Context: an optimization exercise on an open-source flow, tuned for small area. The choices shown serve that exercise and are no tape-out recipe.
In this exercise RTL edits were held to simulation tests only and were not proved equivalent to the original.
Power is estimated from default activity; no workload was simulated.

## flow/design.v (module list and top-level ports; edited modules follow where they fit)
// module fa: 4 lines
// module hai: 4 lines
// module sel3: 3 lines
// module multiply: 631 lines
module multiply (
    input             clk,
    input      [26:0] input_a,
    input      [26:0] input_b,
    output     [26:0] output_q,
    output            underflow
);
  // ...
==> flow/flow/run.sh <==
#!/bin/bash
# Layout flow: the standard flow (standard.sh), except that
#  - synthesis maps the small leaf modules (sel3, hai) with an area-oriented
#    ABC script (flow/abc_leaf.script) and the rest with flow/abc.script, and
#    extracts half adders only inside the design's ha modules (full adders
#    everywhere); otherwise it is the standard flow's synthesis script unchanged;
#  - extra make variables from flow/extra.txt (port buffer cell, power
#    recovery).
# Tool logs are under orfs/logs; make's output goes to make_finish.log.
set -euo pipefail
W=$(pwd)
{
  head -n 1 synth_recipe.tcl
  cat <<'EOT'
proc abc {args} {
  set i [lsearch -exact $args -script]
  set a1 $args; set a2 $args
  lset a1 [expr {$i + 1}] $::env(MY_ABC_SCRIPT_LEAF)
  lset a2 [expr {$i + 1}] $::env(MY_ABC_SCRIPT)
  yosys abc {*}$a1 sel3 hai
  yosys abc {*}$a2 multiply
}
proc extract_fa {args} {
  yosys extract_fa -fa {*}$args
  yosys extract_fa -ha {*}$args ha
}
EOT
  tail -n +2 synth_recipe.tcl
} > my_synth.tcl
export MY_ABC_SCRIPT=$W/flow/abc.script
export MY_ABC_SCRIPT_LEAF=$W/flow/abc_leaf.script
EXTRA=()
[[ -f flow/extra.txt ]] && mapfile -t EXTRA < flow/extra.txt
bash standard.sh SYNTH_SCRIPT=$W/my_synth.tcl "${EXTRA[@]}" finish > make_finish.log 2>&1
==> flow/flow/abc.script <==
strash
dch
map -D 5000
topo
stime -c
==> flow/flow/abc_leaf.script <==
strash
dch
amap
topo
stime -c
==> flow/flow/extra.txt <==
BUFFER_PORTS_ARGS=-buffer_cell sky130_fd_sc_hd__buf_1
RECOVER_POWER=100
==> flow/standard.sh <==
#!/bin/bash
# synth_recipe.tcl (not shown) runs the flow's synth.tcl, then flattens the netlist and writes it again
# the make line also repeats each setting of config.mk as NAME=value (left out here)
make -C /OpenROAD-flow-scripts/flow DESIGN_CONFIG=/design/flow/config.mk WORK_HOME=/design/flow/orfs CLKGATE_MAP_FILE= SYNTH_SCRIPT=/design/flow/synth_recipe.tcl "${@:-finish}"
==> flow/config.mk <==
export PLATFORM = sky130hd
export DESIGN_NAME = multiply
export DESIGN_NICKNAME = multiply
export VERILOG_FILES = /design/flow/design.v
export SDC_FILE = /design/flow/constraint.sdc
export NUM_CORES = 4
export LEC_CHECK = 0
export CAP_MARGIN = 20
export CELL_PAD_IN_SITES_DETAIL_PLACEMENT = 1
export CORE_MARGIN = 2
export CORE_UTILIZATION = 40
export GPL_TIMING_DRIVEN = 0
export PLACE_DENSITY = 0.5
export SLEW_MARGIN = 20
export SYNTH_HIERARCHICAL = 1
export SYNTH_MINIMUM_KEEP_SIZE = 0
==> flow/constraint.sdc <==
create_clock -name core_clock -period 8.5 [get_ports {clk}]
set_input_delay 1.7000 -clock core_clock [delete_from_list [all_inputs] [get_ports {clk}]]
set_output_delay 1.7000 -clock core_clock [all_outputs]
set_load 0.01 [all_outputs]
==> run summary, run 1 <==
* #FFs+latches synth: 28
* Clock Network Area Fraction: 0.898%
- Average via count per standard cell: 6.87
* Max-slew violation total from the final report: 0
* Post-CTS Hold Fix Bufs: 0
- For this configuration, the core starts out at a cell density of 41.1%.
* Die area: 18900 um^2
- Status: no timing/DRC/antenna violations
- Residual antenna-violating net count after detailed routing: 0
- Met1 demand-to-capacity share in global routing: 37.2%
- Synthesized netlist cell count: 843
- Non-clock buffering overhead in the final layout: 6.37%
* Number of sequential cells in the layout: 28
- Layout multi-input combinational cell count: 687
* Most used routing layer in global routing: met2
* Clock tree from TritonCTS: built
- Per report_power, the clock group accounts for 3.8% of the total.
- Counting tap cells, the placed design contains a total of 1152 instances.
* Routed length on met2: 14100 um
* Number of setup buffers added after CTS: 2
* Seq pwr share: 8.8%
- Power dissipated by switching net loads: 1.55 mW
- On the worst path, the slowest cell contributes a delay of 0.56 ns.
- In the synthesized netlist, mux cells make up 0% of the area.
- Synthesized netlist net count: 1027
* Layout cell share with drive strength beyond 1: 12.7%
* Number of non-clock buffers: 97
- Proportion of total power due to net switching: 54.7%
- Register with the highest flop count: q_prod
* Setup WS post-layout: 0.260 ns
- Least-Margin Pin Slew: 1.16 ns
- The biggest slice of the total power is consumed by combinational logic.
- For this run, the register share of the synthesized area comes to 7.87%.
- Wirelength per Cell: 24.7 um
- The floorplan step set the die height to 137 um.
- Of all cell types, the one taking the most synthesized area is sky130_fd_sc_hd__fa_1.
* Clock input transition at the sequential cells of the worst setup and hold paths: 0.07 ns
==> run 2: changes to the inputs <==
==> flow/flow/abc.script (replaced) <==
strash
dch
map -D 1300
topo
stime -c
--- a/flow/config.mk
+++ b/flow/config.mk
@@ -6,11 +6,10 @@
 export NUM_CORES = 4
 export LEC_CHECK = 0
 export CAP_MARGIN = 20
-export CELL_PAD_IN_SITES_DETAIL_PLACEMENT = 1
 export CORE_MARGIN = 2
 export CORE_UTILIZATION = 40
 export GPL_TIMING_DRIVEN = 0
-export PLACE_DENSITY = 0.5
+export PLACE_DENSITY = 0.6
 export SLEW_MARGIN = 20
 export SYNTH_HIERARCHICAL = 1
 export SYNTH_MINIMUM_KEEP_SIZE = 0
==> run summary, run 2 <==
- The total overflow left after global routing is 0.
- The top cell type by area accounts for 36.0% of the synthesized area.
- Vias in the first global route: 7275
- Clock sink count: 28
- The proportion of total power due to net switching came to 53.0% (-1.7 points).
- The congestion estimate from routability-driven global placement came to 0.933.
* Placed cell areas: 7840 um^2
- Height of the die: 138 um (+0.29%)
- Utilization after layout: 46.6%
* Async set-or-reset flop fraction in the synthesized netlist: 0%
- Required time worst endpoint: 8.71 ns
- The wire-length estimate of the detail-placed layout is 17900 um.
- Commonest non-fill, non-tap cell in the layout: sky130_fd_sc_hd__a222oi_1
- Post-synth cell types: 37
* Element type at the critical path start: input pin
* Internal portion of total power: 1.19 mW
- Die area: 19000 um^2 (+0.58%)
* Total via count after detailed routing: 7628
- Post-synth design cell area: 7170 um^2
- Buffers placed on the I/O ports in this run total 82.
* Least-Margin Pin Slew: 1.17 ns (+0.0118 ns)
* Top FF cell, synth: sky130_fd_sc_hd__dfxtp_1
* Accumulated negative setup slack: 0 ns
- The detail-routed via count per cell came to 6.63 (-3.5%).
- Clock input transition at the sequential cells of the worst setup and hold paths: 0.07 ns (about the same)
- Number of synthesized flops with an enable pin: 0
- In the layout the commonest cells are 152 x sky130_fd_sc_hd__a222oi_1, 142 x sky130_fd_sc_hd__nand2_1, 128 x sky130_fd_sc_hd__fa_1, 112 x sky130_fd_sc_hd__clkinv_1, 71 x sky130_fd_sc_hd__nor2_1.
- The first global-routing pass estimated 39000 um of wire.
- The tool flagged a number of max-cap violations equal to 0.
- Arrival time worst endpoint: 8.28 ns
- The portion of the post-synthesis area used by sequential elements came to 7.82% (-0.047 points).
* I/O pin count: 83
- End point of the worst hold path: q_sign$_DFF_P_
* Synthesized netlist cell count: 836 (-0.83%)
- For this run, design rule violations remaining after detail routing come to 0.
- The flow ran to the end and the layout has no timing, DRC or antenna violations.
- Leak Pwr: 2.65 nW
- Synthesized netlist net count: 1020 (-0.68%)
- Library cell with the highest instance count after synthesis: sky130_fd_sc_hd__a222oi_1
- Final hold violation count: 0
- The share of total power dissipated in combinational logic is 85.6%.
* Top Registers: q_prod (19), q_exp (8), q_sign (1)
* Layout cell share with drive strength beyond 1: 8.42% (-4.3 points)
- Along the worst hold path, the cell count comes to 3.
- The part of the total power dissipated in sequential elements came to 9.7% (+0.9 points).
- Compared with the post-synthesis result, the final layout area differs by 13.2%.
- Number of DRC markers after the initial detailed-route iteration: 1535
- The worst-case IR drop observed on VDD is 210 uV.
- Number of antenna repair diodes: 0
- Type of element capturing the critical path: register
- In this run the worst path has a maximum fanout of 23.
* Class of the tightest hold or removal check: input pin to register
- The clock passes through at most 2 buffers.
* Net count reported at finish: 1111
* DRT Wirelength: 24300 um
* Achievable frequency: 124 MHz
- Setup repair after global routing left no endpoint under its margin.
- Most frequent cell on the critical path: sky130_fd_sc_hd__fa_1
* Power density normalized to cell area: 313 nW/um^2
* Setup-violating endpoint count in the final report: 0
* Area used by multi-input combinational logic: 6330 um^2
* Register with the highest flop count: q_prod
* Delay contributed by the slowest stage of the critical path: 0.67 ns (+0.11 ns)
* #FFs+latches synth: 28 (unchanged)
- Startpoint of the most critical hold path: input_a[26]
* CP Class: input pin to register
- Worst Setup Slack post-DPL: -1.41 ns
- The floorplan step defined a core boundary enclosing 17400 um^2.
* Depth of the CTS H-tree: 1
* Starting utilization of the core area: 41.2% (+0.10 points)
* Filler cell count in the final layout: 1779
- Residual antenna-violating net count after detailed routing: 0 (unchanged)
- The biggest area contributor in the post-synthesis netlist is sky130_fd_sc_hd__fa_1.
* Yosys warnings: 8
- GRT Overall Usage: 26.1%
- The commonest cells after synthesis are 152 x sky130_fd_sc_hd__a222oi_1, 142 x sky130_fd_sc_hd__nand2_1, 129 x sky130_fd_sc_hd__fa_1.
* Power dissipated by switching net loads: 1.35 mW (-13%)
- The number of antenna violations at the first check in global routing is 0.
* Biggest area contributors in the synthesized netlist: sky130_fd_sc_hd__fa_1 36%, sky130_fd_sc_hd__a222oi_1 21%, sky130_fd_sc_hd__dfxtp_1 7.8%, sky130_fd_sc_hd__nand2_1 7.4%, sky130_fd_sc_hd__clkinv_1 6.0%
* Wirelength per Cell: 21.1 um (-14%)
- Clock period minus final worst setup slack: 8.07 ns
* Clock tree from TritonCTS: built
- The worst path uses 95.0% of the clock period.
* Sequential cell area: 561 um^2
* Synthesized area divided by synthesized cell count: 8.58 um^2
- The post-route worst setup slack was 0.427 ns (+0.167 ns).
* Clock share of power: 4.6% (+0.8 points)
* Pin count of the biggest net entering global routing: 24
* Root buffer cell: sky130_fd_sc_hd__clkbuf_16
* Die boundary width: 138 um
- On the critical path, the stage with the largest delay is an instance of sky130_fd_sc_hd__fa_1.
- The total count of max-transition violations in the final report is 0 (unchanged).
- Flip-flop count of the largest register, all copies and words added: 19
* Total chip power: 2.54 mW
- Measured against its own limit, the worst slew margin works out to 21.8%.
* Detailed-router iteration count before antenna repair: 21
- Row Count: 48
- CTS buffer count: 3
- Final design instance area without fill: 8120 um^2
[run 2: cell types whose count changed after synthesis, moves of 4 or more]
cell	delta
sky130_fd_sc_hd__nand3b_1	+4
sky130_fd_sc_hd__nor2_1	-7
sky130_fd_sc_hd__clkinv_1	-13
sky130_fd_sc_hd__a22oi_1	-7
sky130_fd_sc_hd__nand2_1	+6
sky130_fd_sc_hd__a31oi_1	-6
sky130_fd_sc_hd__a32oi_1	+8
sky130_fd_sc_hd__xor2_1	+4
[run 2: critical path: cells and delay by family]
family                     cells  cell delay, ns
AOI/OAI and AO/OA              7            1.45
buffers and inverters          2            0.84
and+or+nand+nor               10            1.31
adders and majority gates      6            2.99
[run 2: cell type report]
type	count	area share, %
multi-input combinational	693	78.0
timing repair buffer	86	5.10
buffer	1	0.0925
sequential	28	6.91
tap	225	3.47
inverter	114	5.33
clock buffer	4	1.09
[run 2: through the flow]
stage / hold WS, ns / cells
finish: 1.70 / 1151
floorplan: 1.85 / 836
CTS: 1.70 / 1150
detailed placement: 1.98 / 1146
global route: 1.75 / 1151
global placement: 1.97 / 1143
[run 2: timing repair]
action / 4_1_cts / 5_1_grt
resized for setup: 48 / 27
pin swaps: 0 / 2
endpoints found under the setup margin: 19 / 14
buffers inserted: 0 / 1
hold buffers: 0 / 0
[run 2: worst max-delay path by stage]
stage | startpoint | endpoint | slack [ns] | depth (start not counted)
global route | input_a[11] | q_prod[18]$_DFF_P_ | 0.008 | 25
detailed placement | input_a[5] | q_prod[15]$_DFF_P_ | -1.41 | 25
global placement | input_a[3] | q_prod[15]$_DFF_P_ | -1.41 | 25
finish | input_a[11] | q_prod[18]$_DFF_P_ | 0.43 | 25
floorplan | input_a[0] | q_prod[17]$_DFF_P_ | 1.07 | 25
CTS | input_a[2] | q_prod[15]$_DFF_P_ | 0.03 | 25
[run 2: metal layers]
| metal | up-vias | routed length (um) | track usage (%) |
|---|---|---|---|
| li1 | 3401 | - | - |
| met1 | 3576 | 9240 | 35.2 |
| met2 | 563 | 11100 | 41.1 |
| met3 | 88 | 2930 | 5.70 |
| met4 | 0 | 1100 | 10.1 |
| met5 | - | 0 | 0 |
[run 2: Yosys stat by module (local to each module, per instance)]
module / flops+latches / copies in the design / cells inside / area (um^2)
fa: 0 / 111 / 1 / 20.0
hai: 0 / 15 / 4 / 16.3
multiply: 28 / 1 / 513 / 3180
sel3: 0 / 152 / 1 / 10.0
[run 2: power by group through the flow]
stage	Sequential (mW)	Clock (mW)	Combinational, mW
floorplan	0.245	0	1.65
global placement	0.251	0	2.10
detailed placement	0.250	0	2.13
CTS	0.247	0.123	2.16
global route	0.255	0.129	2.51
finish	0.247	0.118	2.17
[run 2: cell families (layout without fill, tap and decap cells)]
| logic type | Yosys count | after routing | share of synthesized area, % |
|---|---|---|---|
| flip-flops | 28 | 28 | 7.82 |
| AND/OR/NAND/NOR | 282 | 282 | 16.2 |
| adder cells (fa/ha/maj) | 129 | 129 | 36.0 |
| XOR/XNOR | 37 | 37 | 4.52 |
| AO/OA/AOI/OAI | 245 | 245 | 29.3 |
| buffers and inverters | 115 | 205 | 6.07 |

port drivers added, routing unchanged:
How much do the figures lean on ideal ports? The routed layouts below were timed once more, with nothing changed but the port constraints.
Step 1 sets driving cells, clkbuf_16 on the clock port and buf_2 on the other inputs (assumed; they add their load-dependent delay and slew).
Step 2 also shifts input and output timing later by t, the mid clock arrival at the registers, as if the neighbouring blocks saw the same clock.
Slacks: no drivers / after step 1 / after step 2; pairs: no drivers / after step 1.
run | shift t [ns] | setup WS [ns] | worst slew at a driven data input, ns | cell pins on the clock port's net
run 1 | 0.292 | 0.260 / 0.232 / -0.060 | 0.07 | 1
run 2 | 0.297 | 0.427 / 0.426 / 0.129 | 0.04 | 1
With both steps, setup timing fails in run 1, where it was met with ideal ports. For run 1, which loses most, drivers alone change the setup slack by -0.028 ns; drivers and shift together by -0.320 ns.
